This design comes from an exercise in tuning for small area, a short achievable clock period and few clock cycles on the open sky130 flow, not from production work. Where RTL was checked, it was by simulation tests only, not by an equivalence proof against the original. No activity file was given, so power comes from the tool's default toggle rates.

==> inputs of run a <==
// alu
module alu(
	input wire clk,
	input wire reset,
	output reg [31:0] result,
	output done,
	input [2:0] sel,
	input [31:0] a,
	input [31:0] b
);
	wire sub = sel[2] & ~sel[0];
	wire [31:0] bx = b ^ {32{sub}};
	wire [31:0] s, p, g;
	wire co;
	add32sk add1(.a(a), .b(bx), .cin(sub), .s(s), .co(co), .p0(p), .g0(g));
	wire lt = (a[31] ^ b[31]) ? a[31] : s[31];
	wire [31:0] result_mod;
	mod mod1(.clk(clk), .reset(reset), .a(a), .b(b),
	         .result(result_mod), .done(done));
	always @(*) begin
		case (sel)
			3'd0: result = g;
			3'd1: result = g | p;
			3'd2: result = p;
			3'd3: result = ~(g | p);
			3'd4: result = {31'd0, lt};
			3'd7: result = result_mod;
			default: result = s;
		endcase
	end
endmodule
==> module add32sk, before the edit <==
module add32sk(input [31:0] a, input [31:0] b, input cin, output [31:0] s, output co,
               output [31:0] p0, output [31:0] g0);
	assign p0 = a ^ b;
	assign g0 = a & b;
	wire [31:0] G [0:5];
	wire [31:0] P [0:5];
	assign G[0] = {g0[31:1], g0[0] | (p0[0] & cin)};
	assign P[0] = p0;
	genvar l, i;
	generate
		for (l = 0; l < 5; l = l + 1) begin : lv
			for (i = 0; i < 32; i = i + 1) begin : n
				if (i & (1 << l)) begin
					assign G[l+1][i] = G[l][i] | (P[l][i] & G[l][((i >> l) << l) - 1]);
					assign P[l+1][i] = P[l][i] & P[l][((i >> l) << l) - 1];
				end else begin
					assign G[l+1][i] = G[l][i];
					assign P[l+1][i] = P[l][i];
				end
			end
		end
	endgenerate
	wire [31:0] c = G[5];
	assign s = p0 ^ {c[30:0], cin};
	assign co = c[31];
endmodule
==> module mod, before the edit <==
module mod(input wire clk, input wire reset, input [31:0] a, input [31:0] b,
           output [31:0] result, output reg done);
	reg [31:0] r;
	reg [3:0] cnt;
	reg start, busy;
	wire [4:0] pa, pb;
	msb32 ma(.x(a), .p(pa));
	msb32 mb(.x(b), .p(pb));
	wire [5:0] s = {1'b0, pa} - {1'b0, pb};
	wire pos = ~s[5] & (s[4:1] != 4'd0);	 
	wire [3:0] sh = start ? 4'd1 : cnt;
	wire [31:0] x = start ? a : r;
	wire [31:0] d1 = b << sh;
	wire [31:0] d0 = {1'b0, d1[31:1]};
	wire [31:0] t1, t0;
	wire nb1, nb0;
	add32sk sub1(.a(x), .b(~d1), .cin(1'b1), .s(t1), .co(nb1));
	add32sk sub0(.a(x), .b(~d0), .cin(1'b1), .s(t0), .co(nb0));
	wire last = (sh == 4'd0);
	wire top = (sh == 4'd15);
	wire [3:0] sh_m1 = sh - 4'd1;
	wire [3:0] sh_m2 = sh - 4'd2;
	wire two = ~last & ~nb1;
	wire fin = start ? (~pos & two) : (last | (two & (sh == 4'd1)));
	always @(posedge clk) begin
		if (reset) begin
			start <= 1'b1;
			busy <= 1'b0;
			done <= 1'b0;
		end else if (start | busy) begin
			start <= 1'b0;
			busy <= ~fin;
			done <= fin;
		end
	end
	always @(posedge clk) begin
		if (start) begin
			if (pos)
				r <= a;
			else if (nb1)
				r <= t1;
			else
				r <= t0;
			cnt <= ~pos ? 4'd0 : s[4] ? 4'd15 : s[3:0];
		end else if (busy) begin
			if (nb1)
				r <= t1;
			else if (two & nb0)
				r <= t0;
			cnt <= two ? sh_m2 : top ? sh : sh_m1;
		end
	end
	assign result = r;
endmodule
==> module alu, before the edit <==
module alu(
	input wire clk,
	input wire reset,
	output reg [31:0] result,
	output done,
	input [2:0] sel,
	input [31:0] a,
	input [31:0] b
);
	wire sub = sel[2] & ~sel[0];
	wire [31:0] bx = b ^ {32{sub}};
	wire [31:0] s, p, g;
	wire co;
	add32sk add1(.a(a), .b(bx), .cin(sub), .s(s), .co(co), .p0(p), .g0(g));
	wire lt = (a[31] ^ b[31]) ? a[31] : s[31];
	wire [31:0] result_mod;
	mod mod1(.clk(clk), .reset(reset), .a(a), .b(b),
	         .result(result_mod), .done(done));
	always @(*) begin
		case (sel)
			3'd0: result = g;
			3'd1: result = g | p;
			3'd2: result = p;
			3'd3: result = ~(g | p);
			3'd4: result = {31'd0, lt};
			3'd7: result = result_mod;
			default: result = s;
		endcase
	end
endmodule
clock: 10.0 ns
lec_check: 0
cap_margin: 20
core_margin: 2
core_utilization: 55
setup_slack_margin: 3.0
slew_margin: 20
tns_end_percent: 20
standard.sh (not shown) runs the stock make flow with config.mk's settings and CLKGATE_MAP_FILE= SYNTH_SCRIPT=/design/flow/synth_recipe.tcl, a recipe that flattens the netlist after the stock synthesis.
==> flow/flow/run.sh <==
#!/bin/bash
# The standard layout, except that the port buffers are buf_2 cells: left to
# itself buffer_ports picks clkdlybuf4s50_1, a slow delay cell, for every port.
set -euo pipefail
bash standard.sh synth > make_synth.log 2>&1
bash standard.sh BUFFER_PORTS_ARGS="-buffer_cell sky130_fd_sc_hd__buf_2" finish > make_finish.log 2>&1
==> run b (differences from run a) <==
--- a/flow/design.v
+++ b/flow/design.v
@@ -1,6 +1,5 @@
-module add32sk(input [31:0] a, input [31:0] b, input cin, output [31:0] s, output co,
-               output [31:0] p0, output [31:0] g0);
-	assign p0 = a ^ b;
-	assign g0 = a & b;
+module add32sk(input [31:0] a, input [31:0] b, input cin, output [31:0] s, output co);
+	wire [31:0] p0 = a ^ b;
+	wire [31:0] g0 = a & b;
 	wire [31:0] G [0:5];
 	wire [31:0] P [0:5];
@@ -28,5 +27,5 @@
            output [31:0] result, output reg done);
 	reg [31:0] r;
-	reg [3:0] cnt;
+	reg [4:0] cnt;
 	reg start, busy;
 	wire [4:0] pa, pb;
@@ -34,6 +33,6 @@
 	msb32 mb(.x(b), .p(pb));
 	wire [5:0] s = {1'b0, pa} - {1'b0, pb};
-	wire pos = ~s[5] & (s[4:1] != 4'd0);	 
-	wire [3:0] sh = start ? 4'd1 : cnt;
+	wire pos = ~s[5] & (s[4:0] != 5'd0);
+	wire [4:0] sh = start ? (pos ? s[4:0] : 5'd0) : cnt;
 	wire [31:0] x = start ? a : r;
 	wire [31:0] d1 = b << sh;
@@ -43,10 +42,7 @@
 	add32sk sub1(.a(x), .b(~d1), .cin(1'b1), .s(t1), .co(nb1));
 	add32sk sub0(.a(x), .b(~d0), .cin(1'b1), .s(t0), .co(nb0));
-	wire last = (sh == 4'd0);
-	wire top = (sh == 4'd15);
-	wire [3:0] sh_m1 = sh - 4'd1;
-	wire [3:0] sh_m2 = sh - 4'd2;
+	wire last = (sh == 5'd0);
 	wire two = ~last & ~nb1;
-	wire fin = start ? (~pos & two) : (last | (two & (sh == 4'd1)));
+	wire fin = last | (two & (sh == 5'd1));
 	always @(posedge clk) begin
 		if (reset) begin
@@ -61,18 +57,10 @@
 	end
 	always @(posedge clk) begin
-		if (start) begin
-			if (pos)
-				r <= a;
-			else if (nb1)
-				r <= t1;
-			else
-				r <= t0;
-			cnt <= ~pos ? 4'd0 : s[4] ? 4'd15 : s[3:0];
-		end else if (busy) begin
-			if (nb1)
+		if (start | busy) begin
+			if (nb1 | (last & start))
 				r <= t1;
 			else if (two & nb0)
 				r <= t0;
-			cnt <= two ? sh_m2 : top ? sh : sh_m1;
+			cnt <= sh - (two ? 5'd2 : 5'd1);
 		end
 	end
@@ -116,7 +104,7 @@
 	wire sub = sel[2] & ~sel[0];
 	wire [31:0] bx = b ^ {32{sub}};
-	wire [31:0] s, p, g;
+	wire [31:0] s;
 	wire co;
-	add32sk add1(.a(a), .b(bx), .cin(sub), .s(s), .co(co), .p0(p), .g0(g));
+	add32sk add1(.a(a), .b(bx), .cin(sub), .s(s), .co(co));
 	wire lt = (a[31] ^ b[31]) ? a[31] : s[31];
 	wire [31:0] result_mod;
@@ -125,8 +113,8 @@
 	always @(*) begin
 		case (sel)
-			3'd0: result = g;
-			3'd1: result = g | p;
-			3'd2: result = p;
-			3'd3: result = ~(g | p);
+			3'd0: result = a & b;
+			3'd1: result = a | b;
+			3'd2: result = a ^ b;
+			3'd3: result = ~(a | b);
 			3'd4: result = {31'd0, lt};
 			3'd7: result = result_mod;
==> flow/run.sh (new file) <==
#!/bin/bash
# synth_recipe.tcl (not shown) runs the flow's synth.tcl, then flattens the netlist and writes it again
# the make line also repeats each setting of config.mk as NAME=value (left out here)
make -C /OpenROAD-flow-scripts/flow DESIGN_CONFIG=/design/flow/config.mk WORK_HOME=/design/flow/orfs CLKGATE_MAP_FILE= SYNTH_SCRIPT=/design/flow/synth_recipe.tcl finish
Settings changed: CORE_UTILIZATION 55 to 40, SETUP_SLACK_MARGIN 3.0 to 3.5, TNS_END_PERCENT 20 to 100.
removed: flow/flow/run.sh
removed: flow/standard.sh
==> run c (differences from run a) <==
--- a/flow/design.v
+++ b/flow/design.v
@@ -28,5 +28,5 @@
            output [31:0] result, output reg done);
 	reg [31:0] r;
-	reg [3:0] cnt;
+	reg [4:0] cnt;
 	reg start, busy;
 	wire [4:0] pa, pb;
@@ -35,5 +35,5 @@
 	wire [5:0] s = {1'b0, pa} - {1'b0, pb};
 	wire pos = ~s[5] & (s[4:1] != 4'd0);	 
-	wire [3:0] sh = start ? 4'd1 : cnt;
+	wire [4:0] sh = start ? 5'd1 : cnt;
 	wire [31:0] x = start ? a : r;
 	wire [31:0] d1 = b << sh;
@@ -43,10 +43,7 @@
 	add32sk sub1(.a(x), .b(~d1), .cin(1'b1), .s(t1), .co(nb1));
 	add32sk sub0(.a(x), .b(~d0), .cin(1'b1), .s(t0), .co(nb0));
-	wire last = (sh == 4'd0);
-	wire top = (sh == 4'd15);
-	wire [3:0] sh_m1 = sh - 4'd1;
-	wire [3:0] sh_m2 = sh - 4'd2;
+	wire last = (sh == 5'd0);
 	wire two = ~last & ~nb1;
-	wire fin = start ? (~pos & two) : (last | (two & (sh == 4'd1)));
+	wire fin = start ? (~pos & two) : (last | (two & (sh == 5'd1)));
 	always @(posedge clk) begin
 		if (reset) begin
@@ -68,5 +65,5 @@
 			else
 				r <= t0;
-			cnt <= ~pos ? 4'd0 : s[4] ? 4'd15 : s[3:0];
+			cnt <= pos ? s[4:0] : 5'd0;
 		end else if (busy) begin
 			if (nb1)
@@ -74,5 +71,5 @@
 			else if (two & nb0)
 				r <= t0;
-			cnt <= two ? sh_m2 : top ? sh : sh_m1;
+			cnt <= sh - (two ? 5'd2 : 5'd1);
 		end
 	end
==> flow/run.sh (new file) <==
#!/bin/bash
# synth_recipe.tcl (not shown) runs the flow's synth.tcl, then flattens the netlist and writes it again
# the make line also repeats each setting of config.mk as NAME=value (left out here)
make -C /OpenROAD-flow-scripts/flow DESIGN_CONFIG=/design/flow/config.mk WORK_HOME=/design/flow/orfs CLKGATE_MAP_FILE= SYNTH_SCRIPT=/design/flow/synth_recipe.tcl finish
Settings changed: CORE_UTILIZATION 55 to 40, SETUP_SLACK_MARGIN 3.0 to 3.5, TNS_END_PERCENT 20 to 100.
removed: flow/flow/run.sh
removed: flow/standard.sh
==> run notes <==
	run a	run c	run b
Post-synthesis sequential element count	39	40	40
Compound-Gate Fraction of Synth Area	0.250	0.284	0.245
CP endpoint kind	output pin	output pin	flop
Share of the cycle needed by the critical path after routing	0.722	0.722	0.815
Number of nets in the final layout	1753	1804	1937
Detailed-route wire length per cell	21.0 um	23.3 um	23.4 um
Overall power consumption	2.78 mW	4.02 mW	5.43 mW
Post-synth net total	1687	1699	1685
Area of the multi-input gates	9250 um^2	10300 um^2	11200 um^2
Result of the run	complete, no violations	complete, no violations	complete, no violations
Power per cell area	230 nW/um^2	288 nW/um^2	328 nW/um^2
Floorplan die height	144 um	170 um	173 um
Multi-In Gates	1248	1264	1214
Power dissipated by switching net loads	1.45 mW	2.13 mW	2.60 mW
Area share of the largest cell type after synthesis	0.155	0.149	0.177
Testbench counts of run a, summed over its fixed seeds: cycles 14,763.
Testbench counts of run c, summed over its fixed seeds: cycles 14,763.
Only the layout flow was run in run b; the RTL was not checked for function there.

## port drivers added, routing unchanged
No port has a modelled driver above. Below, the same layouts with a new extraction and two added sets of constraints.
Step 1: set_driving_cell puts a clkbuf_16 on clk and a buf_2 on each other input, an assumption about the parent block.
Step 2, shift: input delay + t, output delay - t, t = (earliest + latest rising clock arrival at the registers) / 2. This alone moves slack from input paths to output paths.
Slacks: ideal ports / drivers / drivers and shift; pairs: ideal ports / drivers.
| run | t (ns) | setup WS [ns] | hold slack, ns | worst setup path after step 2 | worst slew at a driven data input, ns |
|---|---|---|---|---|---|
| run a | 0.324 | 2.777 / 2.737 / 2.737 | 0.659 / 0.659 / 0.659 | input to output | 0.06 |
| run b | 0.338 | 1.851 / 1.866 / 1.528 | 0.471 / 0.471 / 0.471 | input to register | 0.07 |
| run c | 0.344 | 2.779 / 2.753 / 2.753 | 0.503 / 0.503 / 0.503 | input to output | 0.05 |
After both steps setup and hold are still met in every run listed. The setup slack of run b, which loses most, moves by +0.015 ns with the drivers and by -0.323 ns with both steps.
